This design comes from an exercise in tuning for small area on the open sky130 flow, not from production work.
In this exercise RTL edits were held to simulation tests only and were not proved equivalent to the original.

**design/flow/design.v**
```verilog
module fir_filter(clk,reset,data_in,data_out);
input clk,reset;
input signed [15:0] data_in;  
output reg signed [15:0] data_out;  
reg [15:0] x0, x1, x2, x3, x4, x5, x6, x7;
wire [15:0] y;
always @(posedge clk or posedge reset)
  if (reset) begin
    x0 <= 0; x1 <= 0; x2 <= 0; x3 <= 0;
    x4 <= 0; x5 <= 0; x6 <= 0; x7 <= 0;
    data_out <= 0;
  end else begin
    x0 <= data_in; x1 <= x0; x2 <= x1; x3 <= x2;
    x4 <= x3; x5 <= x4; x6 <= x5; x7 <= x6;
    data_out <= y;
  end
  wire n1 = x1[0] ^ x6[0];
  wire n2 = x1[0] & x6[0];
  wire n3, n4;
  fir_fa u_n3 (.a(x1[1]), .b(x6[1]), .c(n2), .s(n3), .co(n4));
  wire n5, n6;
  fir_fa u_n5 (.a(x1[2]), .b(x6[2]), .c(n4), .s(n5), .co(n6));
  wire n7, n8;
  fir_fa u_n7 (.a(x1[3]), .b(x6[3]), .c(n6), .s(n7), .co(n8));
  wire n9, n10;
  fir_fa u_n9 (.a(x1[4]), .b(x6[4]), .c(n8), .s(n9), .co(n10));
  wire n11, n12;
  fir_fa u_n11 (.a(x1[5]), .b(x6[5]), .c(n10), .s(n11), .co(n12));
  wire n13, n14;
  fir_fa u_n13 (.a(x1[6]), .b(x6[6]), .c(n12), .s(n13), .co(n14));
  wire n15, n16;
  fir_fa u_n15 (.a(x1[7]), .b(x6[7]), .c(n14), .s(n15), .co(n16));
  wire n17, n18;
  fir_fa u_n17 (.a(x1[8]), .b(x6[8]), .c(n16), .s(n17), .co(n18));
  wire n19, n20;
  fir_fa u_n19 (.a(x1[9]), .b(x6[9]), .c(n18), .s(n19), .co(n20));
  wire n21, n22;
  fir_fa u_n21 (.a(x1[10]), .b(x6[10]), .c(n20), .s(n21), .co(n22));
  wire n23, n24;
  fir_fa u_n23 (.a(x1[11]), .b(x6[11]), .c(n22), .s(n23), .co(n24));
  wire n25, n26;
  fir_fa u_n25 (.a(x1[12]), .b(x6[12]), .c(n24), .s(n25), .co(n26));
  wire n27, n28;
  fir_fa u_n27 (.a(x1[13]), .b(x6[13]), .c(n26), .s(n27), .co(n28));
  wire n29, n30;
  fir_fa u_n29 (.a(x1[14]), .b(x6[14]), .c(n28), .s(n29), .co(n30));
  wire n31, n32;
  fir_fa u_n31 (.a(x1[15]), .b(x6[15]), .c(~n30), .s(n31), .co(n32));
  wire n33 = x2[0] ^ x5[0];
  wire n34 = x2[0] & x5[0];
  wire n35, n36;
  fir_fa u_n35 (.a(x2[1]), .b(x5[1]), .c(n34), .s(n35), .co(n36));
  wire n37, n38;
  fir_fa u_n37 (.a(x2[2]), .b(x5[2]), .c(n36), .s(n37), .co(n38));
  wire n39, n40;
  fir_fa u_n39 (.a(x2[3]), .b(x5[3]), .c(n38), .s(n39), .co(n40));
  wire n41, n42;
  fir_fa u_n41 (.a(x2[4]), .b(x5[4]), .c(n40), .s(n41), .co(n42));
  wire n43, n44;
  fir_fa u_n43 (.a(x2[5]), .b(x5[5]), .c(n42), .s(n43), .co(n44));
  wire n45, n46;
  fir_fa u_n45 (.a(x2[6]), .b(x5[6]), .c(n44), .s(n45), .co(n46));
  wire n47, n48;
  fir_fa u_n47 (.a(x2[7]), .b(x5[7]), .c(n46), .s(n47), .co(n48));
  wire n49, n50;
  fir_fa u_n49 (.a(x2[8]), .b(x5[8]), .c(n48), .s(n49), .co(n50));
  wire n51, n52;
  fir_fa u_n51 (.a(x2[9]), .b(x5[9]), .c(n50), .s(n51), .co(n52));
  wire n53, n54;
  fir_fa u_n53 (.a(x2[10]), .b(x5[10]), .c(n52), .s(n53), .co(n54));
  wire n55, n56;
  fir_fa u_n55 (.a(x2[11]), .b(x5[11]), .c(n54), .s(n55), .co(n56));
  wire n57, n58;
  fir_fa u_n57 (.a(x2[12]), .b(x5[12]), .c(n56), .s(n57), .co(n58));
  wire n59, n60;
  fir_fa u_n59 (.a(x2[13]), .b(x5[13]), .c(n58), .s(n59), .co(n60));
  wire n61, n62;
  fir_fa u_n61 (.a(x2[14]), .b(x5[14]), .c(n60), .s(n61), .co(n62));
  wire n63, n64;
  fir_fa u_n63 (.a(x2[15]), .b(x5[15]), .c(~n62), .s(n63), .co(n64));
  wire n65 = x3[0] ^ x4[0];
  wire n66 = x3[0] & x4[0];
  wire n67, n68;
  fir_fa u_n67 (.a(x3[1]), .b(x4[1]), .c(n66), .s(n67), .co(n68));
  wire n69, n70;
  fir_fa u_n69 (.a(x3[2]), .b(x4[2]), .c(n68), .s(n69), .co(n70));
  wire n71, n72;
  fir_fa u_n71 (.a(x3[3]), .b(x4[3]), .c(n70), .s(n71), .co(n72));
  wire n73, n74;
  fir_fa u_n73 (.a(x3[4]), .b(x4[4]), .c(n72), .s(n73), .co(n74));
  wire n75, n76;
  fir_fa u_n75 (.a(x3[5]), .b(x4[5]), .c(n74), .s(n75), .co(n76));
  wire n77, n78;
  fir_fa u_n77 (.a(x3[6]), .b(x4[6]), .c(n76), .s(n77), .co(n78));
  wire n79, n80;
  fir_fa u_n79 (.a(x3[7]), .b(x4[7]), .c(n78), .s(n79), .co(n80));
  wire n81, n82;
  fir_fa u_n81 (.a(x3[8]), .b(x4[8]), .c(n80), .s(n81), .co(n82));
  wire n83, n84;
  fir_fa u_n83 (.a(x3[9]), .b(x4[9]), .c(n82), .s(n83), .co(n84));
  wire n85, n86;
  fir_fa u_n85 (.a(x3[10]), .b(x4[10]), .c(n84), .s(n85), .co(n86));
  wire n87, n88;
  fir_fa u_n87 (.a(x3[11]), .b(x4[11]), .c(n86), .s(n87), .co(n88));
  wire n89, n90;
  fir_fa u_n89 (.a(x3[12]), .b(x4[12]), .c(n88), .s(n89), .co(n90));
  wire n91, n92;
  fir_fa u_n91 (.a(x3[13]), .b(x4[13]), .c(n90), .s(n91), .co(n92));
  wire n93, n94;
  fir_fa u_n93 (.a(x3[14]), .b(x4[14]), .c(n92), .s(n93), .co(n94));
  wire n95, n96;
  fir_fa u_n95 (.a(x3[15]), .b(x4[15]), .c(~n94), .s(n95), .co(n96));
  wire n97 = n33 ^ ~x0[0];
  wire n98 = n33 & ~x0[0];
  wire n99, n100;
  fir_fa u_n99 (.a(n35), .b(~x0[1]), .c(n98), .s(n99), .co(n100));
  wire n101, n102;
  fir_fa u_n101 (.a(n37), .b(~x0[2]), .c(n100), .s(n101), .co(n102));
  wire n103, n104;
  fir_fa u_n103 (.a(n39), .b(~x0[3]), .c(n102), .s(n103), .co(n104));
  wire n105, n106;
  fir_fa u_n105 (.a(n41), .b(~x0[4]), .c(n104), .s(n105), .co(n106));
  wire n107, n108;
  fir_fa u_n107 (.a(n43), .b(~x0[5]), .c(n106), .s(n107), .co(n108));
  wire n109, n110;
  fir_fa u_n109 (.a(n45), .b(~x0[6]), .c(n108), .s(n109), .co(n110));
  wire n111, n112;
  fir_fa u_n111 (.a(n47), .b(~x0[7]), .c(n110), .s(n111), .co(n112));
  wire n113, n114;
  fir_fa u_n113 (.a(n49), .b(~x0[8]), .c(n112), .s(n113), .co(n114));
  wire n115, n116;
  fir_fa u_n115 (.a(n51), .b(~x0[9]), .c(n114), .s(n115), .co(n116));
  wire n117, n118;
  fir_fa u_n117 (.a(n53), .b(~x0[10]), .c(n116), .s(n117), .co(n118));
  wire n119, n120;
  fir_fa u_n119 (.a(n55), .b(~x0[11]), .c(n118), .s(n119), .co(n120));
  wire n121, n122;
  fir_fa u_n121 (.a(n57), .b(~x0[12]), .c(n120), .s(n121), .co(n122));
  wire n123, n124;
  fir_fa u_n123 (.a(n59), .b(~x0[13]), .c(n122), .s(n123), .co(n124));
  wire n125, n126;
  fir_fa u_n125 (.a(n61), .b(~x0[14]), .c(n124), .s(n125), .co(n126));
  wire n127, n128;
  fir_fa u_n127 (.a(~n63), .b(x0[15]), .c(n126), .s(n127), .co(n128));
  wire n129 = ~n64 ^ n128;
  wire n130 = ~n64 & n128;
  wire n131 = x0[3] ^ n1;
  wire n132 = x0[3] & n1;
  wire n133, n134;
  fir_fa u_n133 (.a(x0[4]), .b(n3), .c(n132), .s(n133), .co(n134));
  wire n135, n136;
  fir_fa u_n135 (.a(x0[5]), .b(n5), .c(n134), .s(n135), .co(n136));
  wire n137, n138;
  fir_fa u_n137 (.a(x0[6]), .b(n7), .c(n136), .s(n137), .co(n138));
  wire n139, n140;
  fir_fa u_n139 (.a(x0[7]), .b(n9), .c(n138), .s(n139), .co(n140));
  wire n141, n142;
  fir_fa u_n141 (.a(x0[8]), .b(n11), .c(n140), .s(n141), .co(n142));
  wire n143, n144;
  fir_fa u_n143 (.a(x0[9]), .b(n13), .c(n142), .s(n143), .co(n144));
  wire n145, n146;
  fir_fa u_n145 (.a(x0[10]), .b(n15), .c(n144), .s(n145), .co(n146));
  wire n147, n148;
  fir_fa u_n147 (.a(x0[11]), .b(n17), .c(n146), .s(n147), .co(n148));
  wire n149, n150;
  fir_fa u_n149 (.a(x0[12]), .b(n19), .c(n148), .s(n149), .co(n150));
  wire n151, n152;
  fir_fa u_n151 (.a(x0[13]), .b(n21), .c(n150), .s(n151), .co(n152));
  wire n153, n154;
  fir_fa u_n153 (.a(x0[14]), .b(n23), .c(n152), .s(n153), .co(n154));
  wire n155, n156;
  fir_fa u_n155 (.a(~x0[15]), .b(n25), .c(n154), .s(n155), .co(n156));
  wire n157 = n27 ^ n156;
  wire n158 = n27 & n156;
  wire n159 = n29 ^ n158;
  wire n160 = n29 & n158;
  wire n161 = ~n31 ^ n160;
  wire n162 = ~n31 & n160;
  wire n163 = ~n32 ^ n162;
  wire n164 = ~n32 & n162;
  wire n165 = n3 ^ x7[0];
  wire n166 = n3 & x7[0];
  wire n167, n168;
  fir_fa u_n167 (.a(n5), .b(x7[1]), .c(n166), .s(n167), .co(n168));
  wire n169, n170;
  fir_fa u_n169 (.a(n7), .b(x7[2]), .c(n168), .s(n169), .co(n170));
  wire n171, n172;
  fir_fa u_n171 (.a(n9), .b(x7[3]), .c(n170), .s(n171), .co(n172));
  wire n173, n174;
  fir_fa u_n173 (.a(n11), .b(x7[4]), .c(n172), .s(n173), .co(n174));
  wire n175, n176;
  fir_fa u_n175 (.a(n13), .b(x7[5]), .c(n174), .s(n175), .co(n176));
  wire n177, n178;
  fir_fa u_n177 (.a(n15), .b(x7[6]), .c(n176), .s(n177), .co(n178));
  wire n179, n180;
  fir_fa u_n179 (.a(n17), .b(x7[7]), .c(n178), .s(n179), .co(n180));
  wire n181, n182;
  fir_fa u_n181 (.a(n19), .b(x7[8]), .c(n180), .s(n181), .co(n182));
  wire n183, n184;
  fir_fa u_n183 (.a(n21), .b(x7[9]), .c(n182), .s(n183), .co(n184));
  wire n185, n186;
  fir_fa u_n185 (.a(n23), .b(x7[10]), .c(n184), .s(n185), .co(n186));
  wire n187, n188;
  fir_fa u_n187 (.a(n25), .b(x7[11]), .c(n186), .s(n187), .co(n188));
  wire n189, n190;
  fir_fa u_n189 (.a(n27), .b(x7[12]), .c(n188), .s(n189), .co(n190));
  wire n191, n192;
  fir_fa u_n191 (.a(n29), .b(x7[13]), .c(n190), .s(n191), .co(n192));
  wire n193, n194;
  fir_fa u_n193 (.a(~n31), .b(x7[14]), .c(n192), .s(n193), .co(n194));
  wire n195, n196;
  fir_fa u_n195 (.a(n32), .b(x7[15]), .c(~n194), .s(n195), .co(n196));
  wire n197 = x7[0] ^ n97;
  wire n198 = x7[0] & n97;
  wire n199, n200;
  fir_fa u_n199 (.a(x7[1]), .b(n99), .c(n198), .s(n199), .co(n200));
  wire n201, n202;
  fir_fa u_n201 (.a(x7[2]), .b(n101), .c(n200), .s(n201), .co(n202));
  wire n203, n204;
  fir_fa u_n203 (.a(x7[3]), .b(n103), .c(n202), .s(n203), .co(n204));
  wire n205, n206;
  fir_fa u_n205 (.a(x7[4]), .b(n105), .c(n204), .s(n205), .co(n206));
  wire n207, n208;
  fir_fa u_n207 (.a(x7[5]), .b(n107), .c(n206), .s(n207), .co(n208));
  wire n209, n210;
  fir_fa u_n209 (.a(x7[6]), .b(n109), .c(n208), .s(n209), .co(n210));
  wire n211, n212;
  fir_fa u_n211 (.a(x7[7]), .b(n111), .c(n210), .s(n211), .co(n212));
  wire n213 = x7[8] ^ n113;
  wire n214 = x7[8] & n113;
  wire n215, n216;
  fir_fa u_n215 (.a(x7[9]), .b(n115), .c(n214), .s(n215), .co(n216));
  wire n217, n218;
  fir_fa u_n217 (.a(x7[10]), .b(n117), .c(n216), .s(n217), .co(n218));
  wire n219, n220;
  fir_fa u_n219 (.a(x7[11]), .b(n119), .c(n218), .s(n219), .co(n220));
  wire n221, n222;
  fir_fa u_n221 (.a(x7[12]), .b(n121), .c(n220), .s(n221), .co(n222));
  wire n223, n224;
  fir_fa u_n223 (.a(x7[13]), .b(n123), .c(n222), .s(n223), .co(n224));
  wire n225, n226;
  fir_fa u_n225 (.a(x7[14]), .b(n125), .c(n224), .s(n225), .co(n226));
  wire n227, n228;
  fir_fa u_n227 (.a(~x7[15]), .b(n127), .c(n226), .s(n227), .co(n228));
  wire n229 = n129 ^ n228;
  wire n230 = n129 & n228;
  wire n231 = n130 ^ n230;
  wire n232 = n130 & n230;
  wire n233 = n99 ^ n65;
  wire n234 = n99 & n65;
  wire n235, n236;
  fir_fa u_n235 (.a(n101), .b(n67), .c(n234), .s(n235), .co(n236));
  wire n237, n238;
  fir_fa u_n237 (.a(n103), .b(n69), .c(n236), .s(n237), .co(n238));
  wire n239, n240;
  fir_fa u_n239 (.a(n105), .b(n71), .c(n238), .s(n239), .co(n240));
  wire n241, n242;
  fir_fa u_n241 (.a(n107), .b(n73), .c(n240), .s(n241), .co(n242));
  wire n243, n244;
  fir_fa u_n243 (.a(n109), .b(n75), .c(n242), .s(n243), .co(n244));
  wire n245, n246;
  fir_fa u_n245 (.a(n111), .b(n77), .c(n244), .s(n245), .co(n246));
  wire n247, n248;
  fir_fa u_n247 (.a(n113), .b(n79), .c(n246), .s(n247), .co(n248));
  wire n249, n250;
  fir_fa u_n249 (.a(n115), .b(n81), .c(n248), .s(n249), .co(n250));
  wire n251, n252;
  fir_fa u_n251 (.a(n117), .b(n83), .c(n250), .s(n251), .co(n252));
  wire n253, n254;
  fir_fa u_n253 (.a(n119), .b(n85), .c(n252), .s(n253), .co(n254));
  wire n255, n256;
  fir_fa u_n255 (.a(n121), .b(n87), .c(n254), .s(n255), .co(n256));
  wire n257, n258;
  fir_fa u_n257 (.a(n123), .b(n89), .c(n256), .s(n257), .co(n258));
  wire n259, n260;
  fir_fa u_n259 (.a(n125), .b(n91), .c(n258), .s(n259), .co(n260));
  wire n261, n262;
  fir_fa u_n261 (.a(n127), .b(n93), .c(n260), .s(n261), .co(n262));
  wire n263, n264;
  fir_fa u_n263 (.a(n129), .b(~n95), .c(n262), .s(n263), .co(n264));
  wire n265, n266;
  fir_fa u_n265 (.a(n130), .b(~n96), .c(n264), .s(n265), .co(n266));
  wire n267 = (1'b0 & n1) | (1'b0 & n199) | (n1 & n199);
  wire n268 = 1'b0 ^ x0[0] ^ n97;
  wire n269 = (1'b0 & x0[0]) | (1'b0 & n97) | (x0[0] & n97);
  wire n270, n271;
  fir_fa u_n270 (.a(n165), .b(n268), .c(n267), .s(n270), .co(n271));
  wire n272 = ~(n201 | n270);
  wire n273 = 1'b0 ^ x0[1] ^ x0[0];
  wire n274 = (1'b0 & x0[1]) | (1'b0 & x0[0]) | (x0[1] & x0[0]);
  wire n275, n276;
  fir_fa u_n275 (.a(n273), .b(n269), .c(n233), .s(n275), .co(n276));
  wire n277, n278;
  fir_fa u_n277 (.a(n167), .b(n275), .c(n271), .s(n277), .co(n278));
  wire n279 = (n203 & ~n272) | (n203 & n277) | (~n272 & n277);
  wire n280 = 1'b0 ^ x0[2] ^ x0[1];
  wire n281 = (1'b0 & x0[2]) | (1'b0 & x0[1]) | (x0[2] & x0[1]);
  wire n282, n283;
  fir_fa u_n282 (.a(n1), .b(n274), .c(n280), .s(n282), .co(n283));
  wire n284, n285;
  fir_fa u_n284 (.a(n282), .b(n276), .c(n169), .s(n284), .co(n285));
  wire n286, n287;
  fir_fa u_n286 (.a(~n65), .b(n235), .c(n284), .s(n286), .co(n287));
  wire n288, n289;
  fir_fa u_n288 (.a(n278), .b(n205), .c(n286), .s(n288), .co(n289));
  wire n290 = ~(n279 | n288);
  wire n291, n292;
  fir_fa u_n291 (.a(x0[2]), .b(n281), .c(n131), .s(n291), .co(n292));
  wire n293, n294;
  fir_fa u_n293 (.a(n197), .b(n283), .c(n165), .s(n293), .co(n294));
  wire n295, n296;
  fir_fa u_n295 (.a(~n67), .b(n291), .c(n293), .s(n295), .co(n296));
  wire n297, n298;
  fir_fa u_n297 (.a(n295), .b(n171), .c(n285), .s(n297), .co(n298));
  wire n299, n300;
  fir_fa u_n299 (.a(n237), .b(n297), .c(n287), .s(n299), .co(n300));
  wire n301, n302;
  fir_fa u_n301 (.a(n289), .b(n299), .c(n207), .s(n301), .co(n302));
  wire n303 = n290 & ~n301;
  wire n304, n305;
  fir_fa u_n304 (.a(n131), .b(n292), .c(~n69), .s(n304), .co(n305));
  wire n306, n307;
  fir_fa u_n306 (.a(n133), .b(n294), .c(n304), .s(n306), .co(n307));
  wire n308, n309;
  fir_fa u_n308 (.a(n167), .b(n199), .c(n296), .s(n308), .co(n309));
  wire n310, n311;
  fir_fa u_n310 (.a(n306), .b(n308), .c(n173), .s(n310), .co(n311));
  wire n312, n313;
  fir_fa u_n312 (.a(n298), .b(n239), .c(n310), .s(n312), .co(n313));
  wire n314, n315;
  fir_fa u_n314 (.a(n300), .b(n312), .c(n302), .s(n314), .co(n315));
  wire n316 = (n209 & ~n303) | (n209 & n314) | (~n303 & n314);
  wire n317 = 1'b0 ^ x0[0] ^ n133;
  wire n318 = (1'b0 & x0[0]) | (1'b0 & n133) | (x0[0] & n133);
  wire n319, n320;
  fir_fa u_n319 (.a(n305), .b(n135), .c(n317), .s(n319), .co(n320));
  wire n321, n322;
  fir_fa u_n321 (.a(n307), .b(n169), .c(n201), .s(n321), .co(n322));
  wire n323, n324;
  fir_fa u_n323 (.a(~n71), .b(n319), .c(n309), .s(n323), .co(n324));
  wire n325, n326;
  fir_fa u_n325 (.a(n321), .b(n323), .c(n175), .s(n325), .co(n326));
  wire n327, n328;
  fir_fa u_n327 (.a(n311), .b(n241), .c(n313), .s(n327), .co(n328));
  wire n329, n330;
  fir_fa u_n329 (.a(n325), .b(n327), .c(n315), .s(n329), .co(n330));
  wire n331 = (n211 & n329) | (n211 & n316) | (n329 & n316);
  wire n332, n333;
  fir_fa u_n332 (.a(x0[1]), .b(n1), .c(n135), .s(n332), .co(n333));
  wire n334, n335;
  fir_fa u_n334 (.a(n318), .b(n137), .c(n332), .s(n334), .co(n335));
  wire n336, n337;
  fir_fa u_n336 (.a(n320), .b(n171), .c(n322), .s(n336), .co(n337));
  wire n338, n339;
  fir_fa u_n338 (.a(~n73), .b(n334), .c(n203), .s(n338), .co(n339));
  wire n340, n341;
  fir_fa u_n340 (.a(n324), .b(n336), .c(n338), .s(n340), .co(n341));
  wire n342, n343;
  fir_fa u_n342 (.a(n326), .b(n177), .c(n340), .s(n342), .co(n343));
  wire n344, n345;
  fir_fa u_n344 (.a(n243), .b(n328), .c(n342), .s(n344), .co(n345));
  wire n346, n347;
  fir_fa u_n346 (.a(n212), .b(n213), .c(n344), .s(n346), .co(n347));
  wire n348 = (n330 & n346) | (n330 & n331) | (n346 & n331);
  wire n349, n350;
  fir_fa u_n349 (.a(x0[2]), .b(n165), .c(n137), .s(n349), .co(n350));
  wire n351, n352;
  fir_fa u_n351 (.a(n333), .b(n139), .c(n335), .s(n351), .co(n352));
  wire n353, n354;
  fir_fa u_n353 (.a(n349), .b(n173), .c(n337), .s(n353), .co(n354));
  wire n355, n356;
  fir_fa u_n355 (.a(n351), .b(n205), .c(n339), .s(n355), .co(n356));
  wire n357, n358;
  fir_fa u_n357 (.a(n353), .b(n341), .c(n355), .s(n357), .co(n358));
  wire n359, n360;
  fir_fa u_n359 (.a(n179), .b(n343), .c(n357), .s(n359), .co(n360));
  wire n361, n362;
  fir_fa u_n361 (.a(n245), .b(n345), .c(n359), .s(n361), .co(n362));
  wire n363, n364;
  fir_fa u_n363 (.a(~n75), .b(n347), .c(n361), .s(n363), .co(n364));
  wire n365 = (n215 & n363) | (n215 & n348) | (n363 & n348);
  wire n366 = 1'b1 ^ ~n131 ^ n97;
  wire n367 = (1'b1 & ~n131) | (1'b1 & n97) | (~n131 & n97);
  wire n368, n369;
  fir_fa u_n368 (.a(n167), .b(n139), .c(n350), .s(n368), .co(n369));
  wire n370, n371;
  fir_fa u_n370 (.a(n141), .b(n352), .c(n368), .s(n370), .co(n371));
  wire n372, n373;
  fir_fa u_n372 (.a(n175), .b(n354), .c(n370), .s(n372), .co(n373));
  wire n374, n375;
  fir_fa u_n374 (.a(n366), .b(n77), .c(~n356), .s(n374), .co(n375));
  wire n376, n377;
  fir_fa u_n376 (.a(n207), .b(n372), .c(n358), .s(n376), .co(n377));
  wire n378, n379;
  fir_fa u_n378 (.a(n181), .b(n360), .c(n376), .s(n378), .co(n379));
  wire n380, n381;
  fir_fa u_n380 (.a(n247), .b(n362), .c(n378), .s(n380), .co(n381));
  wire n382, n383;
  fir_fa u_n382 (.a(~n374), .b(n380), .c(n364), .s(n382), .co(n383));
  wire n384 = (n217 & n365) | (n217 & n382) | (n365 & n382);
  wire n385, n386;
  fir_fa u_n385 (.a(n367), .b(~n133), .c(n233), .s(n385), .co(n386));
  wire n387, n388;
  fir_fa u_n387 (.a(n169), .b(n141), .c(n369), .s(n387), .co(n388));
  wire n389, n390;
  fir_fa u_n389 (.a(n143), .b(n371), .c(n387), .s(n389), .co(n390));
  wire n391, n392;
  fir_fa u_n391 (.a(n177), .b(n373), .c(n389), .s(n391), .co(n392));
  wire n393, n394;
  fir_fa u_n393 (.a(n385), .b(n79), .c(n375), .s(n393), .co(n394));
  wire n395, n396;
  fir_fa u_n395 (.a(n209), .b(n391), .c(n377), .s(n395), .co(n396));
  wire n397, n398;
  fir_fa u_n397 (.a(n183), .b(n379), .c(n395), .s(n397), .co(n398));
  wire n399, n400;
  fir_fa u_n399 (.a(n381), .b(n397), .c(n249), .s(n399), .co(n400));
  wire n401, n402;
  fir_fa u_n401 (.a(~n393), .b(n399), .c(n383), .s(n401), .co(n402));
  wire n403 = (n219 & n384) | (n219 & n401) | (n384 & n401);
  wire n404 = 1'b0 ^ n1 ^ n97;
  wire n405 = (1'b0 & n1) | (1'b0 & n97) | (n1 & n97);
  wire n406, n407;
  fir_fa u_n406 (.a(n404), .b(n135), .c(~n386), .s(n406), .co(n407));
  wire n408, n409;
  fir_fa u_n408 (.a(~n235), .b(n171), .c(n406), .s(n408), .co(n409));
  wire n410, n411;
  fir_fa u_n410 (.a(n143), .b(n388), .c(n408), .s(n410), .co(n411));
  wire n412, n413;
  fir_fa u_n412 (.a(n145), .b(n390), .c(n410), .s(n412), .co(n413));
  wire n414, n415;
  fir_fa u_n414 (.a(n179), .b(n392), .c(n412), .s(n414), .co(n415));
  wire n416, n417;
  fir_fa u_n416 (.a(n81), .b(n394), .c(~n211), .s(n416), .co(n417));
  wire n418, n419;
  fir_fa u_n418 (.a(n414), .b(n396), .c(n185), .s(n418), .co(n419));
  wire n420, n421;
  fir_fa u_n420 (.a(n398), .b(n418), .c(n400), .s(n420), .co(n421));
  wire n422, n423;
  fir_fa u_n422 (.a(n251), .b(n420), .c(n402), .s(n422), .co(n423));
  wire n424, n425;
  fir_fa u_n424 (.a(n221), .b(n403), .c(n422), .s(n424), .co(n425));
  wire n426 = n416 & ~n424;
  wire n427 = 1'b0 ^ n405 ^ n165;
  wire n428 = (1'b0 & n405) | (1'b0 & n165) | (n405 & n165);
  wire n429, n430;
  fir_fa u_n429 (.a(n427), .b(n233), .c(n137), .s(n429), .co(n430));
  wire n431, n432;
  fir_fa u_n431 (.a(n429), .b(n407), .c(n173), .s(n431), .co(n432));
  wire n433, n434;
  fir_fa u_n433 (.a(~n237), .b(n409), .c(n431), .s(n433), .co(n434));
  wire n435, n436;
  fir_fa u_n435 (.a(n145), .b(n411), .c(n433), .s(n435), .co(n436));
  wire n437, n438;
  fir_fa u_n437 (.a(~n83), .b(n147), .c(n413), .s(n437), .co(n438));
  wire n439, n440;
  fir_fa u_n439 (.a(n212), .b(n181), .c(n435), .s(n439), .co(n440));
  wire n441, n442;
  fir_fa u_n441 (.a(n415), .b(n437), .c(n213), .s(n441), .co(n442));
  wire n443, n444;
  fir_fa u_n443 (.a(~n417), .b(n439), .c(n441), .s(n443), .co(n444));
  wire n445, n446;
  fir_fa u_n445 (.a(n187), .b(n419), .c(n443), .s(n445), .co(n446));
  wire n447, n448;
  fir_fa u_n447 (.a(n421), .b(n445), .c(n253), .s(n447), .co(n448));
  wire n449, n450;
  fir_fa u_n449 (.a(n423), .b(n447), .c(n223), .s(n449), .co(n450));
  wire n451 = (n425 & ~n426) | (n425 & n449) | (~n426 & n449);
  wire n452, n453;
  fir_fa u_n452 (.a(~n97), .b(n428), .c(n167), .s(n452), .co(n453));
  wire n454, n455;
  fir_fa u_n454 (.a(n452), .b(n235), .c(n139), .s(n454), .co(n455));
  wire n456, n457;
  fir_fa u_n456 (.a(n430), .b(n454), .c(n175), .s(n456), .co(n457));
  wire n458, n459;
  fir_fa u_n458 (.a(n432), .b(n456), .c(n434), .s(n458), .co(n459));
  wire n460, n461;
  fir_fa u_n460 (.a(n147), .b(n436), .c(n458), .s(n460), .co(n461));
  wire n462, n463;
  fir_fa u_n462 (.a(n239), .b(n85), .c(~n149), .s(n462), .co(n463));
  wire n464, n465;
  fir_fa u_n464 (.a(n438), .b(n183), .c(n440), .s(n464), .co(n465));
  wire n466, n467;
  fir_fa u_n466 (.a(n460), .b(~n462), .c(n442), .s(n466), .co(n467));
  wire n468, n469;
  fir_fa u_n468 (.a(n464), .b(n215), .c(n444), .s(n468), .co(n469));
  wire n470, n471;
  fir_fa u_n470 (.a(n466), .b(n189), .c(n446), .s(n470), .co(n471));
  wire n472, n473;
  fir_fa u_n472 (.a(n468), .b(n470), .c(n448), .s(n472), .co(n473));
  wire n474, n475;
  fir_fa u_n474 (.a(n255), .b(n472), .c(n450), .s(n474), .co(n475));
  wire n476 = (n225 & n474) | (n225 & n451) | (n474 & n451);
  wire n477, n478;
  fir_fa u_n477 (.a(~n233), .b(n169), .c(n453), .s(n477), .co(n478));
  wire n479, n480;
  fir_fa u_n479 (.a(n477), .b(n237), .c(n141), .s(n479), .co(n480));
  wire n481, n482;
  fir_fa u_n481 (.a(n455), .b(n479), .c(n457), .s(n481), .co(n482));
  wire n483, n484;
  fir_fa u_n483 (.a(n177), .b(n481), .c(n459), .s(n483), .co(n484));
  wire n485, n486;
  fir_fa u_n485 (.a(n149), .b(n461), .c(n483), .s(n485), .co(n486));
  wire n487, n488;
  fir_fa u_n487 (.a(n241), .b(n87), .c(n463), .s(n487), .co(n488));
  wire n489, n490;
  fir_fa u_n489 (.a(n151), .b(n185), .c(n465), .s(n489), .co(n490));
  wire n491, n492;
  fir_fa u_n491 (.a(n485), .b(n467), .c(n489), .s(n491), .co(n492));
  wire n493, n494;
  fir_fa u_n493 (.a(n217), .b(n469), .c(n491), .s(n493), .co(n494));
  wire n495, n496;
  fir_fa u_n495 (.a(n191), .b(n471), .c(n493), .s(n495), .co(n496));
  wire n497, n498;
  fir_fa u_n497 (.a(n473), .b(n495), .c(n257), .s(n497), .co(n498));
  wire n499, n500;
  fir_fa u_n499 (.a(n497), .b(n475), .c(n227), .s(n499), .co(n500));
  wire n501, n502;
  fir_fa u_n501 (.a(~n487), .b(n476), .c(n499), .s(n501), .co(n502));
  wire n503, n504;
  fir_fa u_n503 (.a(~n235), .b(n171), .c(n478), .s(n503), .co(n504));
  wire n505, n506;
  fir_fa u_n505 (.a(n503), .b(n143), .c(n480), .s(n505), .co(n506));
  wire n507, n508;
  fir_fa u_n507 (.a(n239), .b(n505), .c(n482), .s(n507), .co(n508));
  wire n509, n510;
  fir_fa u_n509 (.a(n179), .b(n507), .c(n484), .s(n509), .co(n510));
  wire n511, n512;
  fir_fa u_n511 (.a(n151), .b(n486), .c(n509), .s(n511), .co(n512));
  wire n513, n514;
  fir_fa u_n513 (.a(n243), .b(n89), .c(n488), .s(n513), .co(n514));
  wire n515, n516;
  fir_fa u_n515 (.a(n153), .b(n187), .c(n490), .s(n515), .co(n516));
  wire n517, n518;
  fir_fa u_n517 (.a(n511), .b(n492), .c(n515), .s(n517), .co(n518));
  wire n519, n520;
  fir_fa u_n519 (.a(n219), .b(n494), .c(n517), .s(n519), .co(n520));
  wire n521, n522;
  fir_fa u_n521 (.a(n193), .b(n496), .c(n519), .s(n521), .co(n522));
  wire n523, n524;
  fir_fa u_n523 (.a(n521), .b(n498), .c(n259), .s(n523), .co(n524));
  wire n525, n526;
  fir_fa u_n525 (.a(~n513), .b(n523), .c(n229), .s(n525), .co(n526));
  wire n527, n528;
  fir_fa u_n527 (.a(n500), .b(n525), .c(n502), .s(n527), .co(n528));
  wire n529 = 1'b0 ^ n173 ^ n504;
  wire n530 = (1'b0 & n173) | (1'b0 & n504) | (n173 & n504);
  wire n531, n532;
  fir_fa u_n531 (.a(n529), .b(n145), .c(n506), .s(n531), .co(n532));
  wire n533, n534;
  fir_fa u_n533 (.a(~n237), .b(n241), .c(n531), .s(n533), .co(n534));
  wire n535, n536;
  fir_fa u_n535 (.a(n508), .b(n181), .c(n533), .s(n535), .co(n536));
  wire n537, n538;
  fir_fa u_n537 (.a(n510), .b(n153), .c(n535), .s(n537), .co(n538));
  wire n539, n540;
  fir_fa u_n539 (.a(n245), .b(n91), .c(n514), .s(n539), .co(n540));
  wire n541, n542;
  fir_fa u_n541 (.a(n512), .b(n155), .c(n537), .s(n541), .co(n542));
  wire n543, n544;
  fir_fa u_n543 (.a(n189), .b(n516), .c(n541), .s(n543), .co(n544));
  wire n545, n546;
  fir_fa u_n545 (.a(n518), .b(n543), .c(n221), .s(n545), .co(n546));
  wire n547, n548;
  fir_fa u_n547 (.a(~n539), .b(n520), .c(n545), .s(n547), .co(n548));
  wire n549, n550;
  fir_fa u_n549 (.a(~n195), .b(n522), .c(n547), .s(n549), .co(n550));
  wire n551, n552;
  fir_fa u_n551 (.a(n524), .b(n261), .c(n549), .s(n551), .co(n552));
  wire n553, n554;
  fir_fa u_n553 (.a(n231), .b(n526), .c(n551), .s(n553), .co(n554));
  wire n555 = n553 ^ n528;
  wire n556 = ~(n553 | n528);
  wire n557, n558;
  fir_fa u_n557 (.a(~n239), .b(n175), .c(n530), .s(n557), .co(n558));
  wire n559, n560;
  fir_fa u_n559 (.a(n147), .b(n532), .c(n557), .s(n559), .co(n560));
  wire n561, n562;
  fir_fa u_n561 (.a(n243), .b(n559), .c(n534), .s(n561), .co(n562));
  wire n563, n564;
  fir_fa u_n563 (.a(n183), .b(n536), .c(n561), .s(n563), .co(n564));
  wire n565, n566;
  fir_fa u_n565 (.a(n538), .b(n563), .c(n155), .s(n565), .co(n566));
  wire n567, n568;
  fir_fa u_n567 (.a(n247), .b(n93), .c(~n157), .s(n567), .co(n568));
  wire n569, n570;
  fir_fa u_n569 (.a(~n540), .b(n542), .c(n565), .s(n569), .co(n570));
  wire n571, n572;
  fir_fa u_n571 (.a(n191), .b(n544), .c(n569), .s(n571), .co(n572));
  wire n573, n574;
  fir_fa u_n573 (.a(n546), .b(n571), .c(n223), .s(n573), .co(n574));
  wire n575, n576;
  fir_fa u_n575 (.a(n567), .b(n196), .c(~n548), .s(n575), .co(n576));
  wire n577, n578;
  fir_fa u_n577 (.a(n573), .b(n550), .c(n232), .s(n577), .co(n578));
  wire n579, n580;
  fir_fa u_n579 (.a(n263), .b(n552), .c(n577), .s(n579), .co(n580));
  wire n581, n582;
  fir_fa u_n581 (.a(~n575), .b(n554), .c(n579), .s(n581), .co(n582));
  wire n583 = 1'b1 ^ ~n177 ^ n241;
  wire n584 = (1'b1 & ~n177) | (1'b1 & n241) | (~n177 & n241);
  wire n585, n586;
  fir_fa u_n585 (.a(n558), .b(n149), .c(n560), .s(n585), .co(n586));
  wire n587, n588;
  fir_fa u_n587 (.a(n245), .b(n585), .c(n562), .s(n587), .co(n588));
  wire n589, n590;
  fir_fa u_n589 (.a(n185), .b(n564), .c(n587), .s(n589), .co(n590));
  wire n591, n592;
  fir_fa u_n591 (.a(n583), .b(n249), .c(~n157), .s(n591), .co(n592));
  wire n593, n594;
  fir_fa u_n593 (.a(n589), .b(n566), .c(n159), .s(n593), .co(n594));
  wire n595, n596;
  fir_fa u_n595 (.a(~n95), .b(n568), .c(n591), .s(n595), .co(n596));
  wire n597, n598;
  fir_fa u_n597 (.a(n570), .b(n593), .c(n193), .s(n597), .co(n598));
  wire n599, n600;
  fir_fa u_n599 (.a(n572), .b(n597), .c(n574), .s(n599), .co(n600));
  wire n601, n602;
  fir_fa u_n601 (.a(~n595), .b(n225), .c(n599), .s(n601), .co(n602));
  wire n603, n604;
  fir_fa u_n603 (.a(~n576), .b(n601), .c(n578), .s(n603), .co(n604));
  wire n605, n606;
  fir_fa u_n605 (.a(n265), .b(n580), .c(n603), .s(n605), .co(n606));
  wire n607 = 1'b1 ^ n584 ^ n243;
  wire n608 = (1'b1 & n584) | (1'b1 & n243) | (n584 & n243);
  wire n609, n610;
  fir_fa u_n609 (.a(n179), .b(n151), .c(n586), .s(n609), .co(n610));
  wire n611, n612;
  fir_fa u_n611 (.a(n247), .b(n609), .c(n588), .s(n611), .co(n612));
  wire n613, n614;
  fir_fa u_n613 (.a(n187), .b(n590), .c(n611), .s(n613), .co(n614));
  wire n615, n616;
  fir_fa u_n615 (.a(n607), .b(n251), .c(n592), .s(n615), .co(n616));
  wire n617, n618;
  fir_fa u_n617 (.a(n96), .b(n159), .c(n613), .s(n617), .co(n618));
  wire n619, n620;
  fir_fa u_n619 (.a(n594), .b(n161), .c(n617), .s(n619), .co(n620));
  wire n621, n622;
  fir_fa u_n621 (.a(n615), .b(n596), .c(n195), .s(n621), .co(n622));
  wire n623, n624;
  fir_fa u_n623 (.a(n598), .b(n619), .c(n600), .s(n623), .co(n624));
  wire n625, n626;
  fir_fa u_n625 (.a(n227), .b(n623), .c(n602), .s(n625), .co(n626));
  wire n627, n628;
  fir_fa u_n627 (.a(~n621), .b(n266), .c(n625), .s(n627), .co(n628));
  wire n629, n630;
  fir_fa u_n629 (.a(n604), .b(n627), .c(n606), .s(n629), .co(n630));
  wire n631, n632;
  fir_fa u_n631 (.a(~n181), .b(n608), .c(n245), .s(n631), .co(n632));
  wire n633, n634;
  fir_fa u_n633 (.a(~n631), .b(n153), .c(n610), .s(n633), .co(n634));
  wire n635, n636;
  fir_fa u_n635 (.a(n249), .b(n612), .c(n633), .s(n635), .co(n636));
  wire n637, n638;
  fir_fa u_n637 (.a(n189), .b(n614), .c(n635), .s(n637), .co(n638));
  wire n639, n640;
  fir_fa u_n639 (.a(n161), .b(n618), .c(n637), .s(n639), .co(n640));
  wire n641, n642;
  fir_fa u_n641 (.a(n253), .b(n616), .c(~n163), .s(n641), .co(n642));
  wire n643, n644;
  fir_fa u_n643 (.a(n620), .b(~n196), .c(n639), .s(n643), .co(n644));
  wire n645, n646;
  fir_fa u_n645 (.a(n641), .b(n622), .c(~n643), .s(n645), .co(n646));
  wire n647, n648;
  fir_fa u_n647 (.a(n229), .b(n624), .c(~n645), .s(n647), .co(n648));
  wire n649, n650;
  fir_fa u_n649 (.a(n626), .b(n647), .c(n628), .s(n649), .co(n650));
  wire n651, n652;
  fir_fa u_n651 (.a(~n183), .b(n247), .c(n632), .s(n651), .co(n652));
  wire n653, n654;
  fir_fa u_n653 (.a(~n651), .b(n155), .c(n634), .s(n653), .co(n654));
  wire n655, n656;
  fir_fa u_n655 (.a(n251), .b(n636), .c(n653), .s(n655), .co(n656));
  wire n657, n658;
  fir_fa u_n657 (.a(n191), .b(n638), .c(n655), .s(n657), .co(n658));
  wire n659, n660;
  fir_fa u_n659 (.a(n164), .b(n163), .c(~n255), .s(n659), .co(n660));
  wire n661, n662;
  fir_fa u_n661 (.a(n640), .b(n657), .c(n659), .s(n661), .co(n662));
  wire n663, n664;
  fir_fa u_n663 (.a(~n642), .b(n644), .c(n661), .s(n663), .co(n664));
  wire n665, n666;
  fir_fa u_n665 (.a(~n646), .b(n663), .c(n231), .s(n665), .co(n666));
  wire n667, n668;
  fir_fa u_n667 (.a(n648), .b(n665), .c(n650), .s(n667), .co(n668));
  wire n669, n670;
  fir_fa u_n669 (.a(~n185), .b(n249), .c(n652), .s(n669), .co(n670));
  wire n671, n672;
  fir_fa u_n671 (.a(n157), .b(~n669), .c(n654), .s(n671), .co(n672));
  wire n673, n674;
  fir_fa u_n673 (.a(n253), .b(n656), .c(n671), .s(n673), .co(n674));
  wire n675, n676;
  fir_fa u_n675 (.a(n164), .b(n193), .c(n658), .s(n675), .co(n676));
  wire n677, n678;
  fir_fa u_n677 (.a(n673), .b(~n257), .c(n660), .s(n677), .co(n678));
  wire n679, n680;
  fir_fa u_n679 (.a(n675), .b(n662), .c(n677), .s(n679), .co(n680));
  wire n681, n682;
  fir_fa u_n681 (.a(n679), .b(n664), .c(n232), .s(n681), .co(n682));
  wire n683, n684;
  fir_fa u_n683 (.a(n681), .b(n666), .c(n668), .s(n683), .co(n684));
  wire n685, n686;
  fir_fa u_n685 (.a(~n187), .b(n251), .c(n670), .s(n685), .co(n686));
  wire n687, n688;
  fir_fa u_n687 (.a(n159), .b(~n685), .c(n672), .s(n687), .co(n688));
  wire n689, n690;
  fir_fa u_n689 (.a(n255), .b(n674), .c(n687), .s(n689), .co(n690));
  wire n691, n692;
  fir_fa u_n691 (.a(n676), .b(n689), .c(n678), .s(n691), .co(n692));
  wire n693, n694;
  fir_fa u_n693 (.a(n195), .b(n259), .c(~n680), .s(n693), .co(n694));
  wire n695, n696;
  fir_fa u_n695 (.a(n691), .b(~n693), .c(n682), .s(n695), .co(n696));
  wire n697 = 1'b1 ^ n253 ^ n686;
  wire n698 = (1'b1 & n253) | (1'b1 & n686) | (n253 & n686);
  wire n699, n700;
  fir_fa u_n699 (.a(n189), .b(n161), .c(n688), .s(n699), .co(n700));
  wire n701, n702;
  fir_fa u_n701 (.a(n697), .b(n196), .c(~n257), .s(n701), .co(n702));
  wire n703, n704;
  fir_fa u_n703 (.a(n690), .b(n699), .c(~n701), .s(n703), .co(n704));
  wire n705, n706;
  fir_fa u_n705 (.a(n692), .b(~n261), .c(n703), .s(n705), .co(n706));
  wire n707, n708;
  fir_fa u_n707 (.a(~n694), .b(n705), .c(n696), .s(n707), .co(n708));
  wire n709, n710;
  fir_fa u_n709 (.a(n191), .b(~n698), .c(n163), .s(n709), .co(n710));
  wire n711, n712;
  fir_fa u_n711 (.a(~n255), .b(n709), .c(n700), .s(n711), .co(n712));
  wire n713, n714;
  fir_fa u_n713 (.a(n259), .b(~n702), .c(n711), .s(n713), .co(n714));
  wire n715, n716;
  fir_fa u_n715 (.a(n704), .b(n713), .c(~n263), .s(n715), .co(n716));
  wire n717, n718;
  fir_fa u_n717 (.a(n706), .b(n715), .c(n708), .s(n717), .co(n718));
  wire n719 = 1'b0 ^ n164 ^ n193;
  wire n720 = (1'b0 & n164) | (1'b0 & n193) | (n164 & n193);
  wire n721, n722;
  fir_fa u_n721 (.a(n710), .b(~n257), .c(n719), .s(n721), .co(n722));
  wire n723, n724;
  fir_fa u_n723 (.a(n712), .b(n721), .c(n261), .s(n723), .co(n724));
  wire n725, n726;
  fir_fa u_n725 (.a(n714), .b(n723), .c(n716), .s(n725), .co(n726));
  wire n727, n728;
  fir_fa u_n727 (.a(~n265), .b(n725), .c(n718), .s(n727), .co(n728));
  wire n729 = 1'b1 ^ ~n720 ^ n195;
  wire n730 = (1'b1 & ~n720) | (1'b1 & n195) | (~n720 & n195);
  wire n731, n732;
  fir_fa u_n731 (.a(n259), .b(~n722), .c(n729), .s(n731), .co(n732));
  wire n733, n734;
  fir_fa u_n733 (.a(~n731), .b(n724), .c(n263), .s(n733), .co(n734));
  wire n735, n736;
  fir_fa u_n735 (.a(~n266), .b(n733), .c(n726), .s(n735), .co(n736));
  wire n737, n738;
  fir_fa u_n737 (.a(n196), .b(n730), .c(n261), .s(n737), .co(n738));
  wire n739, n740;
  fir_fa u_n739 (.a(n732), .b(n737), .c(~n265), .s(n739), .co(n740));
  wire n741, n742;
  fir_fa u_n741 (.a(n734), .b(~n739), .c(n736), .s(n741), .co(n742));
  wire n743 = n738 ^ n263 ^ ~n266;
  wire n744 = n740 ^ n743 ^ ~n742;
  wire n745 = n556 ^ ~n581;
  wire n746 = n556 & ~n581;
  wire n747, n748;
  fir_fa u_n747 (.a(n582), .b(n605), .c(~n746), .s(n747), .co(n748));
  wire n749 = n629 ^ n748;
  wire n750 = ~(n629 | n748);
  wire n751, n752;
  fir_fa u_n751 (.a(n630), .b(n649), .c(~n750), .s(n751), .co(n752));
  wire n753 = n667 ^ n752;
  wire n754 = ~(n667 | n752);
  wire n755 = ~n683 ^ n754;
  wire n756 = ~n683 & n754;
  wire n757, n758;
  fir_fa u_n757 (.a(n684), .b(n695), .c(~n756), .s(n757), .co(n758));
  wire n759 = n728 ^ n735;
  wire n760 = ~(n728 | n735);
  wire n761 = ~n741 ^ n760;
  wire n762 = ~n741 & n760;
  wire n763 = n744 ^ n762;
  wire n764 = n717 ^ n707;
  wire n765 = ~(n717 | n707);
  wire n766 = ~n727 ^ n765;
  wire n767 = ~n727 & n765;
  wire n768, n769;
  fir_fa u_n768 (.a(n728), .b(n735), .c(~n767), .s(n768), .co(n769));
  wire n770 = n741 ^ n769;
  wire n771 = ~(n741 | n769);
  wire n772 = n744 ^ n771;
  wire n773 = ~n758 ? n707 : ~n707;
  wire n774 = ~n758 ? n764 : ~n717;
  wire n775 = ~n758 ? n766 : ~n727;
  wire n776 = ~n758 ? ~n768 : n759;
  wire n777 = ~n758 ? n770 : n761;
  wire n778 = ~n758 ? n772 : n763;
  assign y = {n778, n777, n776, n775, n774, n773, ~n757, n755, n753, ~n751, n749, ~n747, n745, n555, ~n527, ~n501};
endmodule
module fir_fa(a, b, c, s, co);
input a, b, c;
output s, co;
assign s = a ^ b ^ c;
assign co = (a & b) | (a & c) | (b & c);
endmodule
```
**design/flow/config.mk**
```make
export PLATFORM = sky130hd
export DESIGN_NAME = fir_filter
export DESIGN_NICKNAME = fir_filter
export VERILOG_FILES = /design/flow/design.v
export SDC_FILE = /design/flow/constraint.sdc
export NUM_CORES = 4
export LEC_CHECK = 0
export CAP_MARGIN = 20
export CORE_MARGIN = 2
export CORE_UTILIZATION = 68
export GPL_TIMING_DRIVEN = 0
export SLEW_MARGIN = 20
export SYNTH_HIERARCHICAL = 1
```
**design/flow/flow/run.sh**
```bash
#!/bin/bash
# The standard layout (bash standard.sh) with two settings changed:
#  - port buffers (one per input and output port, as standard) use buf_1 cells;
#  - clock tree synthesis uses clkbuf_8 buffers and adds no dummy loads.
# standard.sh's output goes to standard_flow.log; ORFS's per-step logs stay in orfs/logs.
set -euo pipefail
export BUFFER_PORTS_ARGS="-buffer_cell sky130_fd_sc_hd__buf_1"
export CTS_ARGS="-sink_clustering_enable -repair_clock_nets -buf_list sky130_fd_sc_hd__clkbuf_8 -dont_use_dummy_load"
bash standard.sh > standard_flow.log 2>&1
```
**design/flow/standard.sh**
```bash
#!/bin/bash
# synth_recipe.tcl (not shown) runs the flow's synth.tcl, then flattens the netlist and writes it again
# the make line also repeats each setting of config.mk as NAME=value (left out here)
make -C /OpenROAD-flow-scripts/flow DESIGN_CONFIG=/design/flow/config.mk WORK_HOME=/design/flow/orfs CLKGATE_MAP_FILE= SYNTH_SCRIPT=/design/flow/synth_recipe.tcl "${@:-finish}"
```
**design/flow/constraint.sdc**
```tcl
create_clock -name core_clock -period 13.0 [get_ports {clk}]
set_input_delay 2.6000 -clock core_clock [delete_from_list [all_inputs] [get_ports {clk}]]
set_output_delay 2.6000 -clock core_clock [all_outputs]
set_load 0.01 [all_outputs]
```
==> results.txt, run 1 <==
For this run, the detailed router's first-pass iteration total came to 4. The count of boundary I/O pins came out at 34. The stage delay of the slowest cell on the critical path is 0.63 ns.

Of the cells placed in the final design, the portion with a size suffix greater than 1 is 8.25%. Entering global routing, the biggest net connects 86 pins. The detailed placement HPWL came out at 19.3 mm. In the routed design, unresolved DRC markers number 0. The upper clock frequency limit came out at 0.0799 GHz. The latest clock arrival within the worst-skew pair is 0.45 ns. The aggregate global routing overflow came out at 0. The critical path is of the flip-flop to flip-flop type. The number of diodes is 0. The count of routing violations after the opening detailed-route iteration came out at 201. Counting both buffers and inverters, the worst setup path holds a total of 7. The data required time at the worst endpoint is 13.34 ns.

The worst register-to-register path begins at x1[0]$_DFF_PP0_. The number of synthesis warnings came out at 7. The number of buffers created by CTS came out at 17.

For hold timing, the worst endpoint is x6[14]$_DFF_PP0_. The number of vias per cell after detailed routing came out at 5.50. Grouping stages by cell kind, the critical path spends the most delay in adder cells. The number of pins with negative max-slew slack in the final report came to 0. The cell repeated most along the worst path is sky130_fd_sc_hd__fa_1. The share of the clock period used by the worst path after layout is 96.2%. The sequential element share of the synthesized area came out at 31.1%. The clock tree from TritonCTS is yes.

Setup repair after global routing left no endpoint under its margin. The die span in x came out at 135 µm. The final layout contains 1137 nets. The number of synthesized register bits is 144. The slowest stage of the critical path belongs to the cell sky130_fd_sc_hd__fa_2.

Counting I/O delays and the setup requirement, the final critical path takes 12.51 ns. The hold buffer count at cts came out at 0. During placement, the flow inserted port buffers numbering 33. The die boundary height came out at 135 µm.

After synthesis the cells add up to 11600 µm². Summed over all failing endpoints, the final setup total negative slack is 0 ns. The hold violation total from the final report is 0. The number of levels the H-tree was split into is 4. The initial antenna violation count came out at 0. The die covers 18100 µm². The per-instance average area after synthesis is 17.0 µm².

The tightest slew margin relative to the limit came out at 71.1%. The number of core rows is 47. The number of global-route vias before repair came out at 6558. Once detail routing completed, the nets flagged for antenna violations numbered 0. The maximum clock insertion buffer count is 2.

The total number of vias is 5278. The total routing resource utilization after global routing came out at 28.0%. The post-detailed-route wirelength per cell is 22.6 µm. The arrival time at the worst endpoint is 12.85 ns. The wire length after detailed routing came out at 21.7 mm. The gate count of the mapped netlist came out at 681. The clock slew seen by the registers of the worst setup and hold paths is 0.08 ns. The critical path starts at x1[0]$_DFF_PP0_. Counting every sink on the clock net gives 144. Yosys mapped the design onto 23 distinct sky130hd cell types.

The first global-routing pass estimated 35.8 mm of wire. The final standard cell utilization of the core came out at 74.4%. Setup violations remaining at the end of the flow were counted as 0. Once the floorplan was initialized, standard cells occupied 69.7% of the core. Across the run, the number of max-cap violations was 0. The path type of the worst min-delay path is flip-flop to flip-flop.

The cell chosen for the clock root is sky130_fd_sc_hd__clkbuf_8. The register-to-register setup slack came out at 0.49 ns. The critical register-to-register path endpoint is data_out[15]$_DFF_PP0_. The clock arrives with 0.0431 ns of skew. The cell depth of the worst flop-to-flop path is 39. The number of nets handed over by synthesis was 1077. The cell depth of the worst hold path is 0. In this run the worst path has a maximum fanout of 7.

At the end of routability-driven placement, the weighted congestion stood at 0.938. The worst setup path is launched from a flip-flop.

The startpoint identified for the worst hold timing path is x5[14]$_DFF_PP0_. At the pin with the least slew margin, the transition time is 0.433 ns.

In this run the biggest area consumer among cell types represents 58.5% of the synthesized area. The flow ran to the end and the layout has no timing, DRC or antenna violations. The synthesized design spends more area on one cell type than any other, namely sky130_fd_sc_hd__fa_1.

The worst setup path is captured at a flip-flop. Sorting the synthesized cells by area gives the leading types as sky130_fd_sc_hd__fa_1, sky130_fd_sc_hd__dfrtp_1, sky130_fd_sc_hd__ha_1. The area of the core is 16600 µm². The relative area change from synthesis to final layout is 6.84%.
[cell type report]
| class | count | area (µm²) |
|---|---|---|
| plain buffers | 1 | 5.00 |
| clock buffers | 17 | 234 |
| fillers | 1003 | 4250 |
| inverters | 128 | 488 |
| multi-input cells | 408 | 7580 |
| flip-flops and latches | 144 | 3600 |
| well taps | 220 | 275 |
| repair buffers | 41 | 204 |
[Yosys stat by module (local to each module, per instance)]
module | cells inside | area, µm² | flip-flops and latches | copies in the design
fir_filter | 343 | 4830 | 144 | 1
fir_fa | 1 | 20.0 | 0 | 338
[worst register-to-register path, delay by kind of cell, from the launching register on]
family / cells / cell delay, ns
adders and majority gates: 29 / 11.04
buffers and inverters: 7 / 0.51
DFF: 1 / 0.40
xor gates and xnor gates: 2 / 0.29
muxes: 1 / 0.19
[metrics by stage]
stage	cell area, µm²	hold WS [ns]	instances	setup slack [ns]
finish	12400	0.389	959	0.488
global route	12400	0.401	959	0.00625
CTS	12300	0.386	952	0.0518
detailed placement	12000	0.375	935	0.0557
global placement	12000	0.372	934	0.124
floorplan	11600	0.357	681	0.840
[repair_timing]
| item | 4_1_cts | 5_1_grt |
|---|---|---|
| endpoints found under the setup margin | 0 | 6 |
| setup buffers | 0 | 7 |
| gates resized for setup | 0 | 29 |
[sequential cells by signal (all words and copies together), names as in the netlist]
register  count
x1           16
x0           16
x5           16
x7           16
x2           16
x4           16
x3           16
x6           16
data_out     16
[metal layers]
layer / share of wire (%) / vias to the layer above / routed length [µm] / GRT usage, %
met5: 0 / - / 0 / 0
met4: 1.3 / 0 / 284 / 6.73
met3: 6.7 / 21 / 1450 / 7.02
met2: 46 / 141 / 9940 / 40.1
met1: 46 / 3010 / 9980 / 45.3
li1: - / 2106 / - / -
[layout by cell type, fill, tap and decap left out, types with 2 or more instances in the layout]
master and count:
sky130_fd_sc_hd__fa_1 310, sky130_fd_sc_hd__dfrtp_1 144, sky130_fd_sc_hd__inv_1 127, sky130_fd_sc_hd__ha_1 39
sky130_fd_sc_hd__buf_1 33, sky130_fd_sc_hd__fa_2 29, sky130_fd_sc_hd__clkbuf_8 17, sky130_fd_sc_hd__buf_4 7
sky130_fd_sc_hd__xnor2_1 4, sky130_fd_sc_hd__o22ai_1 3, sky130_fd_sc_hd__xor2_1 3, sky130_fd_sc_hd__mux2_2 3
sky130_fd_sc_hd__nand2_1 2, sky130_fd_sc_hd__a211oi_1 2, sky130_fd_sc_hd__maj3_2 2
[worst max-delay path by stage]
stage	slack, ns	cells after the start	endpoint
final	0.49	39	data_out[15]$_DFF_PP0_
after floorplan	0.84	39	data_out[15]$_DFF_PP0_
after global placement	0.12	39	data_out[15]$_DFF_PP0_
after CTS	0.05	39	data_out[15]$_DFF_PP0_
after detailed placement	0.06	39	data_out[15]$_DFF_PP0_
after global routing	0.006	39	data_out[15]$_DFF_PP0_
[kinds of logic after synthesis]
kind of cell / count (synthesis) / synth area share (%)
AND/OR/NAND/NOR: 7 / 0.302
adder cells (fa/ha/maj): 380 / 62.9
flip-flops: 144 / 31.1
AO/OA/AOI/OAI: 10 / 0.593
multiplexers: 4 / 0.378
buffers and inverters: 129 / 4.19
XOR/XNOR: 7 / 0.529
[Yosys cell counts, drive strengths merged]
master	n
a211oi	2
a21oi	1
a221oi	1
a22o	1
a22oi	1
and2	1
buf	1
dfrtp	144
fa	339
ha	39
inv	128
maj3	2
mux2	3
mux2i	1
nand2	2
nand2b	1
nand4	1
nor2	1
nor3	1
o21ai	1
o22ai	3
xnor2	4
xor2	3
==> run 2, diff against run 1 <==
--- a/design/flow/config.mk
+++ b/design/flow/config.mk
@@ -7,7 +7,7 @@
 export LEC_CHECK = 0
 export CAP_MARGIN = 20
 export CORE_MARGIN = 2
-export CORE_UTILIZATION = 68
+export CORE_UTILIZATION = 75
 export GPL_TIMING_DRIVEN = 0
 export SLEW_MARGIN = 20
 export SYNTH_HIERARCHICAL = 1
==> run 2 against run 1 <==
  * Still clean
  * Synthesized cell count did not move
  * Sequential share of layout area rose by 0.12 points
  * Worst hold slack got worse by 0.013 ns
  * Non-clock buffer count fell by 1
  * Synthesized area did not move
  * Design area fell by 0.41%
  * Wire length rose by 5.9%
==> results.txt, run 2 <==
The actual transition at the worst max-transition pin is 0.472 ns (was 0.433 ns). The arrival time at the worst endpoint is 13.03 ns (was 12.85 ns). The total standard cell area after synthesis is 11600 µm² (unchanged). The setup-violating endpoint count in the final report came to 0 (unchanged). The total routing resource utilization after global routing is 32.8% (was 28.0%).

The path type of the worst min-delay path was flip-flop to flip-flop (unchanged). The placer's final routability congestion estimate came to 0.975 (was 0.938). The upper clock frequency limit came out at 0.0789 GHz (was 0.0799 GHz).

The stage delay of the slowest cell on the critical path came out at 0.61 ns (was 0.63 ns). The worst-path maximum fanout was 7 (unchanged). The maximum number of pins on one net before global-route repair came to 77 (was 86). The count of boundary I/O pins was 34 (unchanged). The cell repeated most along the worst path is sky130_fd_sc_hd__fa_1 (unchanged). The placed instance area came to 12000 µm² (about the same). The number of nets at the end of the flow is 1136 (was 1137). The detailed placement HPWL is 19.7 mm (was 19.3 mm).

The minimum clock period after layout came to 12.67 ns (was 12.51 ns). The cell area after layout is 12300 µm² (was 12400 µm²). The DRC violations left is 0 (unchanged).

Area contributors post-synth: sky130_fd_sc_hd__fa_1, sky130_fd_sc_hd__dfrtp_1, sky130_fd_sc_hd__ha_1 (unchanged). The number of global-route vias before repair came out at 6844 (was 6558). The die boundary height was 128 µm (was 135 µm).

The top cell type by total area after synthesis was sky130_fd_sc_hd__fa_1 (unchanged). The critical path's slowest cell is sky130_fd_sc_hd__fa_2 (unchanged). The relative area change from synthesis to final layout is 6.40% (was 6.84%).

The clock tree from TritonCTS is yes (unchanged). The number of violations of the max-capacitance limit came out at 0 (unchanged). RSZ-0062 raised after global routing: no (unchanged). The number of levels the H-tree was split into is 4 (unchanged). The library cell with the highest instance count after synthesis was sky130_fd_sc_hd__fa_1 (unchanged). The number of diodes is 0 (unchanged). The post-synthesis net count came out at 1077 (unchanged). The leading register cell type out of synthesis is sky130_fd_sc_hd__dfrtp_1 (unchanged). The share of the clock period used by the worst path after layout was 97.5% (was 96.2%).

The clock slew seen by the registers of the worst setup and hold paths is 0.07 ns (was 0.08 ns). The sequential element share of the synthesized area came out at 31.1% (unchanged). The area of the die came out at 16500 µm² (was 18100 µm²). Result of the run: complete, no violations (unchanged). The remaining number of nets flagged by the antenna check after routing was 0 (unchanged). The sort of element at the start of the critical path is a flip-flop (unchanged). The cell chosen for the clock root is sky130_fd_sc_hd__clkbuf_8 (unchanged). The most common library cell in the layout ignoring fill and taps is sky130_fd_sc_hd__fa_1 (unchanged). The fraction of final layout cells sized beyond drive strength 1 is 7.18% (was 8.25%). The data required time at the worst endpoint is 13.36 ns (was 13.34 ns). The area share of the leading cell type in the synthesized netlist came out at 58.5% (unchanged).

The post-detailed-route wirelength per cell came out at 24.8 µm (was 22.6 µm). The worst clock skew on the final layout is 0.0345 ns (was 0.0431 ns). The number of enable-type register cells in the synthesized netlist is 0 (unchanged). The gate count of the mapped netlist came to 681 (unchanged).

The initial antenna violation count came out at 0 (unchanged). The maximum clock insertion buffer count was 2 (unchanged). The global-route wire length before repair was 37.3 mm (was 35.8 mm). The area of the core is 15100 µm² (was 16600 µm²).

Most frequent cells in the layout: sky130_fd_sc_hd__fa_1, sky130_fd_sc_hd__dfrtp_1, sky130_fd_sc_hd__inv_1 (unchanged). The number of buffers inserted by port buffering came to 33 (unchanged). The number of buffers created by CTS is 17 (unchanged). The number of pins with negative max-slew slack in the final report is 0 (unchanged). The per-instance average area after synthesis was 17.0 µm² (unchanged).

The hold buffer count at cts is 0 (unchanged). The number of vias per cell after detailed routing came out at 5.89 (was 5.50). The detailed-router iteration count before antenna repair was 5 (was 4). The fraction of registers with async set or reset after synthesis came out at 100% (unchanged).

The worst slack at placement is -0.0939 ns (was 0.0557 ns). The die span in x came to 128 µm (was 135 µm). The aggregate global routing overflow came out at 0 (unchanged). The final worst setup slack came out at 0.326 ns (was 0.488 ns). The wire length after detailed routing came out at 22.9 mm (was 21.7 mm).

The tightest slew margin relative to the limit is 68.5% (was 71.1%). The number of core rows came out at 45 (was 47). The kind of end point of the critical path is a flip-flop (unchanged).

The number of synthesis warnings came out at 7 (unchanged). Top cells by count, synth: sky130_fd_sc_hd__fa_1, sky130_fd_sc_hd__dfrtp_1, sky130_fd_sc_hd__inv_1, sky130_fd_sc_hd__ha_1, sky130_fd_sc_hd__xnor2_1 (unchanged). The total number of vias came to 5451 (was 5278). The latest clock arrival within the worst-skew pair is 0.47 ns (was 0.45 ns). The number of synthesized register bits is 144 (unchanged).

The distinct cell type count after synthesis is 23 (unchanged). The clock sink count was 144 (unchanged). The effective utilization at floorplan is 76.6% (was 69.7%). The count of routing violations after the opening detailed-route iteration is 399 (was 201). The hold violation total from the final report was 0 (unchanged). The start-to-end type of the worst setup path was flip-flop to flip-flop (unchanged).
run 2: worst paths after layout:
kind / slack, ns / startpoint / endpoint / cells past startpoint
setup / recovery: 0.33 / x1[0]$_DFF_PP0_ / data_out[15]$_DFF_PP0_ / 39
hold / removal: 0.38 / x3[0]$_DFF_PP0_ / x4[0]$_DFF_PP0_ / 0
setup reg to reg: 0.33 / x1[0]$_DFF_PP0_ / data_out[15]$_DFF_PP0_ / 39
hold reg to reg: 0.38 / x3[0]$_DFF_PP0_ / x4[0]$_DFF_PP0_ / 0
max in group asynchronous: 10.06 / reset / x5[14]$_DFF_PP0_ / 3
min in group asynchronous: 2.20 / reset / x1[5]$_DFF_PP0_ / 2
run 2: what timing repair did:
| action | 4_1_cts | 5_1_grt |
|---|---|---|
| pin swaps | 1 | 5 |
| setup buffers | 1 | 5 |
| setup endpoints to repair | 1 | 6 |
| gates resized for setup | 5 | 17 |
run 2: critical path: cells and delay by family (launching register included):
kind,cells,cell delay [ns]
adders and majority gates,28,11.02
buffers and inverters,8,0.68
DFF,1,0.38
xor gates and xnor gates,2,0.30
muxes,1,0.21
run 2: layout make-up:
class	instances	area, µm²
Tap cell	188	235
Buffer	1	5.00
Fill cell	769	2810
Timing Repair Buffer	40	209
Sequential cell	144	3600
Clock buffer	17	234
Multi-Input combinational cell	408	7560
Inverter	128	488
run 2: modules after synthesis (local to each module, per instance):
module      cell area [µm²]  cells inside
fir_fa                 20.0             1
fir_filter             4830           343
run 2: per-stage QoR:
step                      hold slack (ns)  TNS [ns]  instances  utilization [%]
final                               0.376         0        926             81.5
after global routing                0.386         0        926             81.5
after CTS                           0.386         0        921             80.8
after detailed placement            0.368   -0.0939        903             79.2
after global placement              0.370         0        902             78.9
after floorplan                     0.357         0        681                -
run 2: cell families (layout without fill, tap and decap cells):
family                     count (synthesis)  after routing  synth area share, %
DFF                                      144            144                 31.1
adders and majority gates                380            380                 62.9
buffers and inverters                    129            186                 4.19
muxes                                      4              4                0.378
xor gates and xnor gates                   7              7                0.529
AOI/OAI and AO/OA                         10             10                0.593
and+or+nand+nor                            7              7                0.302
run 2: metal layers:
layer  GRT usage (%)  routed length [µm]
met1            48.7                9210
met2            49.1               11200
met3            9.94                2020
met4            10.5                 556
met5               0                   0

## afterwards: timing with drivers on the ports
Ports are ideal in the flow. The routed layouts listed here were re-timed in OpenROAD.
Step 1 (the two cells are an assumption about what drives the block):
set clk [get_ports {clk}]
set_driving_cell -lib_cell sky130_fd_sc_hd__clkbuf_16 $clk
set_driving_cell -lib_cell sky130_fd_sc_hd__buf_2 [delete_from_list [all_inputs] $clk]
Step 2, shift: input delay + t, output delay - t, t = (earliest + latest rising clock arrival at the registers) / 2. This alone moves slack from input paths to output paths.
a / b / c = no drivers / after step 1 / after step 2; a / b = the first two.
| run | t, ns | slack for setup (ns) | hold WS [ns] | pins driven straight from the clock port |
|---|---|---|---|---|
| run 1 | 0.466 | 0.488 / 0.488 / 0.488 | 0.389 / 0.389 / 0.389 | 1 |
| run 2 | 0.482 | 0.326 / 0.326 / 0.326 | 0.376 / 0.376 / 0.376 | 1 |
After both steps setup and hold are still met in every run listed.
